This is an optimization exercise on Yosys and OpenROAD, whose aim is small area, not a production implementation. The RTL was checked by simulation tests, not by an equivalence proof against the original design.

// CORDIC_Vectoring_top1
module CORDIC_Vectoring_top1 #(
        parameter DATA_WIDTH = 16,
        parameter CORDIC_WIDTH = 22,
        parameter CORDIC_STAGES = 16,
        parameter ANGLE_WIDTH = 16
    ) (
        input clk,
        input nreset,
        input vec_en,
        input signed [DATA_WIDTH-1:0] x_vec_in,
        input signed [DATA_WIDTH-1:0] y_vec_in,
        input angle_calc_enable_in,
        output signed [DATA_WIDTH-1:0] x_vec_out,
        output output_valid_o,
        output [CORDIC_STAGES-1:0] micro_angle_o,
        output [1:0] quad_out,
        output vec_microRot_out_start,
        output signed [ANGLE_WIDTH-1:0] angle_out
    );
Size in the first run: ~3600 cells after synthesis, roughly 0.041 sq mm of cells after synthesis.
==> flow/config.mk <==
export PLATFORM = sky130hd
export DESIGN_NAME = CORDIC_Vectoring_top1
export DESIGN_NICKNAME = CORDIC_Vectoring_top1
export VERILOG_FILES = /design/flow/design.v
export SDC_FILE = /design/flow/constraint.sdc
export NUM_CORES = 4
export LEC_CHECK = 0
export ABC_AREA = 1
export CAP_MARGIN = 20
export CORE_MARGIN = 2
export CORE_UTILIZATION = 40
export CTS_BUF_LIST = sky130_fd_sc_hd__clkbuf_4
export CTS_CLUSTER_DIAMETER = 40
export CTS_CLUSTER_SIZE = 10
export PLACE_DENSITY = 0.6
export SLEW_MARGIN = 20
==> flow/constraint.sdc <==
create_clock -name core_clock -period 10.0 [get_ports {clk}]
set_input_delay 2.0000 -clock core_clock [delete_from_list [all_inputs] [get_ports {clk}]]
set_output_delay 2.0000 -clock core_clock [all_outputs]
set_load 0.01 [all_outputs]
standard.sh (not shown) runs the stock make flow with config.mk's settings and CLKGATE_MAP_FILE= SYNTH_SCRIPT=/design/flow/synth_recipe.tcl, a recipe that flattens the netlist after the stock synthesis.
==> flow/flow/run.sh <==
#!/bin/bash
# Standard synthesis, then a re-optimisation of its combinational logic around the
# full adders (netopt.py + resynth.ys), then the standard layout flow.
set -euo pipefail
LIB=$FLOW_HOME/platforms/sky130hd/lib/sky130_fd_sc_hd__tt_025C_1v80.lib
R=orfs/results/sky130hd/CORDIC_Vectoring_top1/base
bash standard.sh synth > standard_synth.log 2>&1
cp $R/1_2_yosys.v standard_1_2_yosys.v
python3 flow/netopt.py $LIB standard_1_2_yosys.v netopt.v > netopt.log 2>&1
sed -e "s#LIBFILE#$LIB#g" -e "s#FLOWHOME#$FLOW_HOME#g" -e "s#FLOWDIR#$PWD/flow#g" flow/resynth.ys > resynth.ys
yosys -s resynth.ys > resynth.log 2>&1
cp resynth.v $R/1_2_yosys.v
touch $R/1_2_yosys.v
rm -f $R/1_synth.odb
bash standard.sh synth > standard_synth2.log 2>&1
bash standard.sh BUFFER_PORTS_ARGS="-buffer_cell sky130_fd_sc_hd__buf_1" CTS_ARGS="-sink_clustering_enable -repair_clock_nets -sink_clustering_size 10 -sink_clustering_max_diameter 40 -buf_list sky130_fd_sc_hd__clkbuf_4 -dont_use_dummy_load" finish > standard_finish.log 2>&1
==> flow/flow/abc_amap.script <==
strash; dch -f; amap -m; topo
==> flow/flow/netopt.py <==
#!/usr/bin/env python3
"""Rewrite a mapped Yosys netlist for re-synthesis of its combinational glue:
keeps flip-flops, full adders and tie cells as instances (half adders are re-mapped), turns every other
cell into an assign from its liberty function, and flips the polarity of full
adders (FA(~a,~b,~c) = ~FA(a,b,c)) where that removes inverters between adders,
flip-flops and ports.  Usage: netopt.py LIB IN.v OUT.v"""
import re, sys, collections

lib_path, in_path, out_path = sys.argv[1:4]

# ---- liberty: output pin functions
lib = open(lib_path).read()
funcs = {}
for m in re.finditer(r'\n\s*cell\s*\(\s*"?(\w+)"?\s*\)\s*\{', lib):
    start = m.end(); depth = 1; i = start
    while depth:
        c = lib[i]
        if c == '{': depth += 1
        elif c == '}': depth -= 1
        i += 1
    body = lib[start:i]
    outs = {}
    for pm in re.finditer(r'\n\s*pin\s*\(\s*"?(\w+)"?\s*\)\s*\{', body):
        s2 = pm.end(); d = 1; j = s2
        while d:
            c = body[j]
            if c == '{': d += 1
            elif c == '}': d -= 1
            j += 1
        pb = body[s2:j]
        if re.search(r'direction\s*:\s*"?output', pb):
            f = re.search(r'\n\s*function\s*:\s*"([^"]*)"', pb)
            if f: outs[pm.group(1)] = f.group(1)
    funcs[m.group(1)] = outs

KEEP = re.compile(r'sky130_fd_sc_hd__(df|edf|sdf|fa_|conb|dl)')

txt = open(in_path).read()
mod_start = txt.index('module ')
hdr_end = txt.index(';', mod_start) + 1
header = txt[mod_start:hdr_end]
body = txt[hdr_end:txt.rindex('endmodule')]

port_decl = []
for m in re.finditer(r'^\s*(input|output|inout)\b[^;]*;', body, re.M):
    port_decl.append(m.group(0).strip())

NET = r'(\\\S+\s|[A-Za-z_][\w$]*(?:\s*\[\d+\])?|\d+\'[bh][0-9a-fA-Fxz]+)'
insts = []
for m in re.finditer(r'^\s*(sky130_fd_sc_hd__\w+)\s+(\\\S+\s|\S+)\s*\((.*?)\);', body, re.M | re.S):
    pins = {p: n.strip() for p, n in re.findall(r'\.(\w+)\(\s*' + NET + r'\s*\)', m.group(3))}
    insts.append([m.group(1), m.group(2).strip(), pins])
assigns = re.findall(r'^\s*assign\s+(.*?)\s*=\s*(.*?);', body, re.M)

def norm(n):
    n = n.strip()
    return n

# drivers / loads
driver = {}
loads = collections.defaultdict(list)
for idx, (t, name, pins) in enumerate(insts):
    outs = funcs.get(t, {})
    for p, n in pins.items():
        if p in outs or p in ('Q', 'Q_N', 'HI', 'LO', 'SUM', 'COUT'):
            driver[n] = (idx, p)
        else:
            loads[n].append((idx, p))

def is_inv(t):
    return re.match(r'sky130_fd_sc_hd__(clk)?inv_\d+$', t) is not None
def is_fa(t):
    return t.startswith('sky130_fd_sc_hd__fa_')
def kept(t):
    return KEEP.match(t) is not None

# ---- FA flip optimisation
# edges between kept cells / ports through inverter-only chains: (drv, load, parity)
edges = []
def walk(net, parity, src):
    for (li, lp) in loads.get(net, []):
        t = insts[li][0]
        if is_inv(t):
            walk(insts[li][2]['Y'], parity ^ 1, src)
        elif kept(t):
            edges.append((src, li, parity))
for idx, (t, name, pins) in enumerate(insts):
    if kept(t):
        for p in ('Q', 'SUM', 'COUT'):
            if p in pins:
                walk(pins[p], 0, idx)
flip = collections.defaultdict(int)
fa_ids = [i for i, x in enumerate(insts) if is_fa(x[0])]
adj = collections.defaultdict(list)
for (a, b, p) in edges:
    adj[a].append((b, p)); adj[b].append((a, p))
def cost_local(i):
    return sum((p ^ flip[i] ^ flip[j]) for (j, p) in adj[i] if j != i)
changed = True; it = 0
while changed and it < 50:
    changed = False; it += 1
    for i in fa_ids:
        c0 = cost_local(i); flip[i] ^= 1; c1 = cost_local(i)
        if c1 < c0: changed = True
        else: flip[i] ^= 1
tot = sum((p ^ flip[a] ^ flip[b]) for (a, b, p) in edges)
sys.stderr.write("netopt: %d FA, %d flipped, %d edges, inverting edges %d -> %d\n" % (
    len(fa_ids), sum(flip[i] for i in fa_ids), len(edges), sum(p for (_, _, p) in edges), tot))

# ---- write
out = [header]
out += ['  ' + d for d in port_decl]
nets = set()
for t, name, pins in insts:
    nets.update(pins.values())
for a, b in assigns:
    nets.add(a.strip()); nets.add(b.strip())
portnames = set()
for d in port_decl:
    for w in re.sub(r'^(input|output|inout)\s*(\[\d+:\d+\])?', '', d).rstrip(';').split(','):
        portnames.add(w.strip())
def base(n):
    return re.sub(r'\s*\[\d+\]$', '', n) if not n.startswith('\\') else n
decl = set()
for n in nets:
    if "'" in n: continue
    b = base(n)
    if b in portnames: continue
    decl.add(n if n.startswith('\\') else b)
for n in sorted(decl):
    out.append('  wire %s ;' % n if n.startswith('\\') else '  wire %s;' % n)
k = 0
def tok_sub(fn, pins):
    def rep(m):
        return '(' + pins[m.group(0)] + ' )'
    e = re.sub(r'[A-Za-z_]\w*', rep, fn)
    return e.replace('!', '~')
for idx, (t, name, pins) in enumerate(insts):
    if kept(t):
        pins = dict(pins)
        if is_fa(t) and flip[idx]:
            for p in ('A', 'B', 'CIN'):
                nn = '\\nopt_i%d ' % k; k += 1
                out.append('  wire %s;' % nn)
                out.append('  assign %s = ~%s ;' % (nn, pins[p]))
                pins[p] = nn
            for p in ('SUM', 'COUT'):
                nn = '\\nopt_o%d ' % k; k += 1
                out.append('  wire %s;' % nn)
                out.append('  assign %s = ~%s ;' % (pins[p], nn))
                pins[p] = nn
        out.append('  %s %s (%s);' % (t, name if not name.startswith('\\') else name + ' ',
                   ', '.join('.%s(%s )' % (p, n) for p, n in pins.items())))
    else:
        for p, fn in funcs[t].items():
            if p in pins:
                out.append('  assign %s = %s;' % (pins[p] + ' ' if pins[p].startswith('\\') else pins[p],
                                                  tok_sub(fn, pins)))
for a, b in assigns:
    out.append('  assign %s = %s;' % (a, b))
out.append('endmodule')
open(out_path, 'w').write('\n'.join(out) + '\n')
Other scripts of this flow, unchanged in this note and not shown: flow/flow/resynth.ys
The starting point ran to the end with no violations.
==> next run, changes <==
--- a/flow/flow/netopt.py
+++ b/flow/flow/netopt.py
@@ -1,5 +1,5 @@
 #!/usr/bin/env python3
 """Rewrite a mapped Yosys netlist for re-synthesis of its combinational glue:
-keeps flip-flops, full adders and tie cells as instances (half adders are re-mapped), turns every other
+keeps flip-flops, full/half adders and tie cells as instances, turns every other
 cell into an assign from its liberty function, and flips the polarity of full
 adders (FA(~a,~b,~c) = ~FA(a,b,c)) where that removes inverters between adders,
@@ -34,5 +34,5 @@
     funcs[m.group(1)] = outs
 
-KEEP = re.compile(r'sky130_fd_sc_hd__(df|edf|sdf|fa_|conb|dl)')
+KEEP = re.compile(r'sky130_fd_sc_hd__(df|edf|sdf|fa_|ha_|conb|dl)')
 
 txt = open(in_path).read()
What happened:
- The changed run finished with timing, DRC and antenna clean
- utilization barely changes
- synthesized cell count came out lower by 7.0%
==> next run, changes <==
--- a/flow/flow/run.sh
+++ b/flow/flow/run.sh
@@ -14,3 +14,3 @@
 rm -f $R/1_synth.odb
 bash standard.sh synth > standard_synth2.log 2>&1
-bash standard.sh BUFFER_PORTS_ARGS="-buffer_cell sky130_fd_sc_hd__buf_1" CTS_ARGS="-sink_clustering_enable -repair_clock_nets -sink_clustering_size 10 -sink_clustering_max_diameter 40 -buf_list sky130_fd_sc_hd__clkbuf_4 -dont_use_dummy_load" finish > standard_finish.log 2>&1
+bash standard.sh BUFFER_PORTS_ARGS="-buffer_cell sky130_fd_sc_hd__buf_1" CTS_ARGS="-sink_clustering_enable -repair_clock_nets -sink_clustering_size 16 -sink_clustering_max_diameter 50 -buf_list sky130_fd_sc_hd__clkbuf_8 -dont_use_dummy_load" finish > standard_finish.log 2>&1
==> flow/flow/abc_amap.script (replaced) <==
strash; dch; amap; topo
Wire length increases by 2.5%; maximum frequency barely changes; count of clock-buffer cells in the layout decreases by 26; synthesized cell count increases by 3.5%.

-- afterwards: timing with drivers on the ports --
No port has a modelled driver above. Below, the same layouts with a new extraction and two added sets of constraints.
Step 1 assumes that a clkbuf_16 drives the clock port and a buf_2 every other input.
Step 2 moves the port delays by t, midway between the first and last clock arrival at a register: inputs arrive t later, outputs are due t later. That takes back most of the time a late clock gives input paths.
Three values: ideal, step 1, step 2; two values: the first two.
| run | t, ns | setup WS [ns] | worst setup path at the end | clock arrival spread, ns | worst data-port slew with drivers (ns) |
|---|---|---|---|---|---|
| the first run | 0.961 | 0.365 / 0.365 / 0.365 | register to register | 0.118 / 0.118 | 0.05 |
| the second run | 0.955 | 0.418 / 0.418 / 0.418 | register to register | 0.165 / 0.166 | 0.04 |
| the third run | 0.738 | 0.405 / 0.405 / 0.405 | register to register | 0.118 / 0.118 | 0.07 |
After both steps every run listed still meets setup and hold.
